Source: an optimization exercise on an open RTL-to-GDS flow (aim: small area). Production flows keep margins and buffers that such runs may drop. Where RTL was checked, it was by simulation tests only, not by an equivalence proof against the original. Power is estimated from default activity; no workload was simulated.

==> flow/design.v (excerpt) <==
module top_module(
    input clk,
    input reset,
    input echo,
    input RS232_DTE_RXD,
    output trig,
    output RS232_DTE_TXD,
    output [7:0] led
);
==> flow/config.mk <==
export PLATFORM = sky130hd
export DESIGN_NAME = top_module
export DESIGN_NICKNAME = top_module
export VERILOG_FILES = /design/flow/design.v
export SDC_FILE = /design/flow/constraint.sdc
export NUM_CORES = 4
export LEC_CHECK = 0
export CAP_MARGIN = 20
export CORE_MARGIN = 2
export CORE_UTILIZATION = 70
export SLEW_MARGIN = 20
==> flow/constraint.sdc <==
create_clock -name core_clock -period 20.0 [get_ports {clk}]
set_input_delay 4.0000 -clock core_clock [delete_from_list [all_inputs] [get_ports {clk}]]
set_output_delay 4.0000 -clock core_clock [all_outputs]
set_load 0.01 [all_outputs]
standard.sh (not shown) runs the stock make flow with config.mk's settings and CLKGATE_MAP_FILE= SYNTH_SCRIPT=/design/flow/synth_recipe.tcl, a recipe that flattens the netlist after the stock synthesis.
==> flow/flow/run.sh <==
#!/bin/bash
# Layout flow: the standard synthesis, then the combinational logic between
# the standard synthesis's flip-flops is re-mapped for area (flip-flops are
# kept as they are: same cells, same names), then the standard ORFS steps
# from floorplan to finish with a small clock tree and small port buffers.
# Each tool writes its full output to a log file in this folder.
set -euo pipefail
HERE=$(pwd)
RES=$HERE/orfs/results/sky130hd/top_module/base
LIB=$FLOW_HOME/platforms/sky130hd/lib/sky130_fd_sc_hd__tt_025C_1v80.lib

# 1. standard synthesis (synth_recipe.tcl through standard.sh)
bash standard.sh $RES/1_2_yosys.v > log_1_synth.txt 2>&1

# 2. re-map the logic between the flip-flops for area
DU=$(sed -n '/DONT_USE_CELLS += /,/^#/p' $FLOW_HOME/platforms/sky130hd/config.mk \
     | grep -o 'sky130_fd_sc_hd__[a-z0-9_]*' | sed 's/^/-dont_use /' | tr '\n' ' ')
cp $RES/1_2_yosys.v $HERE/std_synth.v
cat > remap.ys <<EOS
read_liberty -ignore_miss_func -ignore_miss_dir $LIB
blackbox sky130_fd_sc_hd__df* sky130_fd_sc_hd__edf* sky130_fd_sc_hd__sdf* sky130_fd_sc_hd__dl* sky130_fd_sc_hd__conb_1
read_verilog $HERE/std_synth.v
hierarchy -top $FLOW_TOP
flatten
opt -purge
abc -liberty $LIB $DU -script $HERE/flow/area.abc
opt_clean -purge
hilomap -singleton -hicell sky130_fd_sc_hd__conb_1 HI -locell sky130_fd_sc_hd__conb_1 LO
splitnets
opt_clean -purge
stat -liberty $LIB
write_verilog -noattr -nohex -nodec $HERE/remapped.v
EOS
yosys -l log_2_remap.txt remap.ys > /dev/null 2>&1
cp $HERE/remapped.v $RES/1_2_yosys.v

# 3. floorplan to finish
export BUFFER_PORTS_ARGS="-buffer_cell sky130_fd_sc_hd__buf_1"
export CTS_ARGS="-sink_clustering_enable -repair_clock_nets -buf_list sky130_fd_sc_hd__clkbuf_8 -dont_use_dummy_load"
bash standard.sh > log_3_layout.txt 2>&1
==> flow/flow/area.abc <==
strash
dch -f
map -a
strash
dch -f
amap
strash
dch -f
amap
topo
Edit:
==> flow/run.sh (new file) <==
#!/bin/bash
# synth_recipe.tcl (not shown) runs the flow's synth.tcl, then flattens the netlist and writes it again
# the make line also repeats each setting of config.mk as NAME=value (left out here)
make -C /OpenROAD-flow-scripts/flow DESIGN_CONFIG=/design/flow/config.mk WORK_HOME=/design/flow/orfs CLKGATE_MAP_FILE= SYNTH_SCRIPT=/design/flow/synth_recipe.tcl finish
- CTS_BUF_LIST: unset -> sky130_fd_sc_hd__clkbuf_8
removed: flow/flow/run.sh
removed: flow/flow/area.abc
removed: flow/standard.sh
The new run completed with no timing, DRC or antenna violations.
Utilization increases by 1.0 points.
Global-route usage decreases by 1.9 points.
Worst hold slack improved by 87 ps.
Synthesized cell count increases by 1.0%.
Total power increases by about 10%.
Routed wire length increases by about 10%.
Design area increases by about 17%.
No run of this note included a check of the RTL's function; only the layout flow was run.


The RTL this note starts from:
==> flow/design.v <==
module top_module(
    input clk,
    input reset,
    input echo,
    input RS232_DTE_RXD,
    output trig,
    output RS232_DTE_TXD,
    output [7:0] led
);
    localparam [12:0] LZ = 13'd1;
    localparam [12:0] LH = 13'd306;
    localparam [12:0] LT = 13'd4822;
    function [12:0] lstep(input [12:0] s);
        lstep = {s[11:0], s[12] ^ s[2]};
    endfunction
    reg rx_s0, rx_s1;
    always @(posedge clk or posedge reset)
        if (reset) begin
            rx_s0 <= 1'b1;
            rx_s1 <= 1'b1;
        end else begin
            rx_s0 <= RS232_DTE_RXD;
            rx_s1 <= rx_s0;
        end
    reg [3:0]  ri;
    reg [12:0] rc;
    reg        rx_m;    
    reg        rx_b0;   
    reg        me_e;    
    reg        me;
    reg        usr;     
    wire rx_idle = (ri == 4'd0);
    wire rx_tick = (rc == LT);
    always @(posedge clk) begin
        if (rx_idle)
            rc <= LH;
        else if (rx_tick)
            rc <= LZ;
        else
            rc <= lstep(rc);
    end
    always @(posedge clk) begin
        if (rx_idle)
            rx_m <= 1'b1;
        else if (rx_tick && ri >= 4'd3 && ri <= 4'd9 &&
                 (rx_s1 != (ri == 4'd4 || ri == 4'd8)))
            rx_m <= 1'b0;
        if (rx_tick && ri == 4'd2)
            rx_b0 <= rx_s1;
    end
    always @(posedge clk or posedge reset)
        if (reset) begin
            ri <= 4'd0;
            me_e <= 1'b1;
        end else begin
            if (rx_idle) begin
                if (!rx_s1) ri <= 4'd1;
            end else if (rx_tick) begin
                if (ri == 4'd10 || (ri == 4'd1 && rx_s1))
                    ri <= 4'd0;
                else
                    ri <= ri + 4'd1;
                if (ri == 4'd10 && rx_s1 && rx_m)
                    me_e <= rx_b0;
            end
        end
    always @(posedge clk or posedge reset)
        if (reset) begin
            me <= 1'b1;
            usr <= 1'b1;
        end else begin
            me <= me_e;
            usr <= ~me;
        end
    localparam [29:0] K     = 30'd1375;
    localparam [29:0] SS    = 30'd386241428;   
    localparam [29:0] XEND  = 30'd687104;      
    localparam [21:0] WRAPV = 22'd4192929;     
    localparam [2:0] S_FR = 3'b000;   
    localparam [2:0] S_FT = 3'b010;   
    localparam [2:0] S_CN = 3'b001;   
    localparam [2:0] S_W  = 3'b100;   
    localparam [2:0] S_C  = 3'b101;   
    localparam [2:0] S_D  = 3'b110;   
    reg [2:0]  st;
    reg [29:0] sr;
    wire st_f  = (st == S_FR) || (st == S_FT);
    wire st_cn = (st == S_CN);
    wire st_w  = (st == S_W);
    wire st_c  = (st == S_C);
    wire transmit_ready = (st == S_FT);
    wire trig_win = (sr[29:28] == 2'b00);
    wire cn_end = trig_win && ((sr & XEND) == XEND);
    wire wrap = (sr[21:0] == WRAPV);
    wire inc = st_cn || (st_c && echo);
    wire [7:0] raw_distance = sr[29:22];
    assign trig = st_cn && trig_win;
    always @(posedge clk) begin
        if (st_f)
            sr <= SS;
        else if (st_w || (st_c && echo && wrap))
            sr <= 30'd0;
        else
            sr <= sr + (inc ? K : 30'd0);
    end
    always @(posedge clk or posedge usr)
        if (usr)
            st <= S_FR;
        else case (st)
            S_FR, S_FT: st <= S_CN;
            S_CN: if (cn_end) st <= S_W;
            S_W:  if (echo) st <= S_C;
            S_C:  if (!echo) st <= S_D;
            S_D:  st <= S_FT;
            default: st <= S_FR;
        endcase
    reg [1:0] fi;
    reg [9:0] acc;
    reg [7:0] avg;
    reg [7:0] filt;
    always @(posedge clk or posedge reset)
        if (reset) begin
            fi <= 2'd0;
            acc <= 10'd0;
            avg <= 8'd0;
            filt <= 8'd0;
        end else if (transmit_ready) begin
            fi <= fi + 2'd1;
            if (fi == 2'd3) begin
                avg <= acc[9:2];
                filt <= avg;
                acc <= {2'b00, raw_distance};
            end else
                acc <= acc + {2'b00, raw_distance};
        end
    assign led = filt;
    reg [12:0] tc;
    reg [9:0]  ts;
    wire tx_tick = (tc == LT);
    always @(posedge clk)
        if (transmit_ready || tx_tick)
            tc <= LZ;
        else
            tc <= lstep(tc);
    always @(posedge clk or posedge reset)
        if (reset)
            ts <= 10'h3ff;
        else begin
            if (tx_tick)
                ts[0] <= ts[1];
            if (transmit_ready)
                ts[9:1] <= {filt, 1'b0};
            else if (tx_tick)
                ts[9:1] <= {1'b1, ts[9:2]};
        end
    assign RS232_DTE_TXD = ts[0];
endmodule
Settings: LEC_CHECK=0, ABC_AREA=1, CAP_MARGIN=20, CORE_MARGIN=2, CORE_UTILIZATION=40, SLEW_MARGIN=20; clock period 20.0 ns.
run.sh (not shown) runs the stock make flow with config.mk's settings and CLKGATE_MAP_FILE= SYNTH_SCRIPT=/design/flow/synth_recipe.tcl, a recipe that flattens the netlist after the stock synthesis.
Stock flow here: none of the scripts above is used.
==> next run, changes <==
==> flow/flow/run.sh (new file) <==
#!/bin/bash
# Layout flow: the standard synthesis, then the combinational logic between
# the standard synthesis's flip-flops is re-mapped for area (flip-flops are
# kept as they are: same cells, same names), then the standard ORFS steps
# from floorplan to finish with a small clock tree and small port buffers.
# Each tool writes its full output to a log file in this folder.
set -euo pipefail
HERE=$(pwd)
RES=$HERE/orfs/results/sky130hd/top_module/base
LIB=$FLOW_HOME/platforms/sky130hd/lib/sky130_fd_sc_hd__tt_025C_1v80.lib

# 1. standard synthesis (synth_recipe.tcl through standard.sh)
bash standard.sh $RES/1_2_yosys.v > log_1_synth.txt 2>&1

# 2. re-map the logic between the flip-flops for area
DU=$(sed -n '/DONT_USE_CELLS += /,/^#/p' $FLOW_HOME/platforms/sky130hd/config.mk \
     | grep -o 'sky130_fd_sc_hd__[a-z0-9_]*' | sed 's/^/-dont_use /' | tr '\n' ' ')
cp $RES/1_2_yosys.v $HERE/std_synth.v
cat > remap.ys <<EOS
read_liberty -ignore_miss_func -ignore_miss_dir $LIB
blackbox sky130_fd_sc_hd__df* sky130_fd_sc_hd__edf* sky130_fd_sc_hd__sdf* sky130_fd_sc_hd__dl* sky130_fd_sc_hd__conb_1
read_verilog $HERE/std_synth.v
hierarchy -top $FLOW_TOP
flatten
opt -purge
abc -liberty $LIB $DU -script $HERE/flow/area.abc
opt_clean -purge
hilomap -singleton -hicell sky130_fd_sc_hd__conb_1 HI -locell sky130_fd_sc_hd__conb_1 LO
splitnets
opt_clean -purge
stat -liberty $LIB
write_verilog -noattr -nohex -nodec $HERE/remapped.v
EOS
yosys -l log_2_remap.txt remap.ys > /dev/null 2>&1
cp $HERE/remapped.v $RES/1_2_yosys.v

# 3. floorplan to finish
export BUFFER_PORTS_ARGS="-buffer_cell sky130_fd_sc_hd__buf_1"
export CTS_ARGS="-sink_clustering_enable -repair_clock_nets -buf_list sky130_fd_sc_hd__clkbuf_8 -dont_use_dummy_load"
bash standard.sh > log_3_layout.txt 2>&1
==> flow/flow/area.abc (new file) <==
strash
dch -f
map -a
strash
dch -f
amap
strash
dch -f
amap
topo
==> flow/standard.sh (new file) <==
#!/bin/bash
# synth_recipe.tcl (not shown) runs the flow's synth.tcl, then flattens the netlist and writes it again
# the make line also repeats each setting of config.mk as NAME=value (left out here)
make -C /OpenROAD-flow-scripts/flow DESIGN_CONFIG=/design/flow/config.mk WORK_HOME=/design/flow/orfs CLKGATE_MAP_FILE= SYNTH_SCRIPT=/design/flow/synth_recipe.tcl "${@:-finish}"
ABC_AREA = default   (was 1)
CORE_UTILIZATION = 70   (was 40)
removed: flow/run.sh
=>
- power decreases by well over a third
- final area shrinks by a quarter to a third
- sequential cell count is unchanged
==> next run, changes <==
==> flow/run.sh (new file) <==
#!/bin/bash
# synth_recipe.tcl (not shown) runs the flow's synth.tcl, then flattens the netlist and writes it again
# the make line also repeats each setting of config.mk as NAME=value (left out here)
make -C /OpenROAD-flow-scripts/flow DESIGN_CONFIG=/design/flow/config.mk WORK_HOME=/design/flow/orfs CLKGATE_MAP_FILE= SYNTH_SCRIPT=/design/flow/synth_recipe.tcl finish
CORE_UTILIZATION = 40   (was 70)
removed: flow/flow/run.sh
removed: flow/flow/area.abc
removed: flow/standard.sh
=> Power climbs by 96%. Cell count went up by 16%. Worst setup slack improved by 1.2 ns. Register-to-register slack improves by 1.5 ns. Final area went up by about 22%. Non-clock buffer count falls by 3.
==> next run, changes <==
==> flow/flow/run.sh (new file) <==
#!/bin/bash
# Standard layout, unchanged; logs kept in this folder.
bash standard.sh > standard.log 2>&1
==> flow/standard.sh (new file) <==
#!/bin/bash
# synth_recipe.tcl (not shown) runs the flow's synth.tcl, then flattens the netlist and writes it again
# the make line also repeats each setting of config.mk as NAME=value (left out here)
make -C /OpenROAD-flow-scripts/flow DESIGN_CONFIG=/design/flow/config.mk WORK_HOME=/design/flow/orfs CLKGATE_MAP_FILE= SYNTH_SCRIPT=/design/flow/synth_recipe.tcl "${@:-finish}"
CORE_UTILIZATION = 70   (was 40)
CTS_BUF_LIST = sky130_fd_sc_hd__clkbuf_8   (was default)
removed: flow/run.sh
Effect: Routed wire length drops by about 4%; setup slack is worse by 0.015 ns; die area fell by about 40%; total power decreases by about 6%; via count came out higher by about 1.2%; flip-flop and latch count is unchanged; area after synthesis does not change; synthesized cell count is unchanged; clock power went down by about 26%; maximum frequency is about the same.
==> next run, changes <==
==> flow/run.sh (new file) <==
#!/bin/bash
# synth_recipe.tcl (not shown) runs the flow's synth.tcl, then flattens the netlist and writes it again
# the make line also repeats each setting of config.mk as NAME=value (left out here)
make -C /OpenROAD-flow-scripts/flow DESIGN_CONFIG=/design/flow/config.mk WORK_HOME=/design/flow/orfs CLKGATE_MAP_FILE= SYNTH_SCRIPT=/design/flow/synth_recipe.tcl finish
removed: flow/flow/run.sh
removed: flow/standard.sh
What happened:
- non-clock buffer count is unchanged
- worst setup slack does not change
- synthesized area is unchanged
- fmax stays the same
- die area is unchanged
- sequential power is about the same
- first-iteration DRC count stays the same
- design area is unchanged

[re-timing with driven ports]
No port has a modelled driver above. Below, the same layouts with a new extraction and two added sets of constraints.
Step 1 sets driving cells, clkbuf_16 on the clock port and buf_2 on the other inputs (assumed; they add their load-dependent delay and slew).
Step 2 also shifts input and output timing later by t, the mid clock arrival at the registers, as if the neighbouring blocks saw the same clock.
Three values: no drivers, after step 1, after step 2; two values: the first two.
| run | t, ns | slack for setup (ns) | worst setup path after step 2 |
|---|---|---|---|
| the first run of note 1 | 0.383 | 14.174 / 14.188 / 13.805 | input to register |
| the second run of note 1 | 0.399 | 14.121 / 14.090 / 14.109 | input to register |
| the first run of note 2 | 0.394 | 13.536 / 13.553 / 13.160 | input to register |
| the second run of note 2 | 0.379 | 12.164 / 12.170 / 11.792 | input to register |
| the third run of note 2 | 0.386 | 13.392 / 13.408 / 13.022 | input to register |
| the fourth run of note 2 | 0.403 | 13.377 / 13.386 / 12.982 | input to register |
| the fifth run of note 2 | 0.403 | 13.377 / 13.386 / 12.982 | input to register |
After both steps every run listed still meets setup and hold.
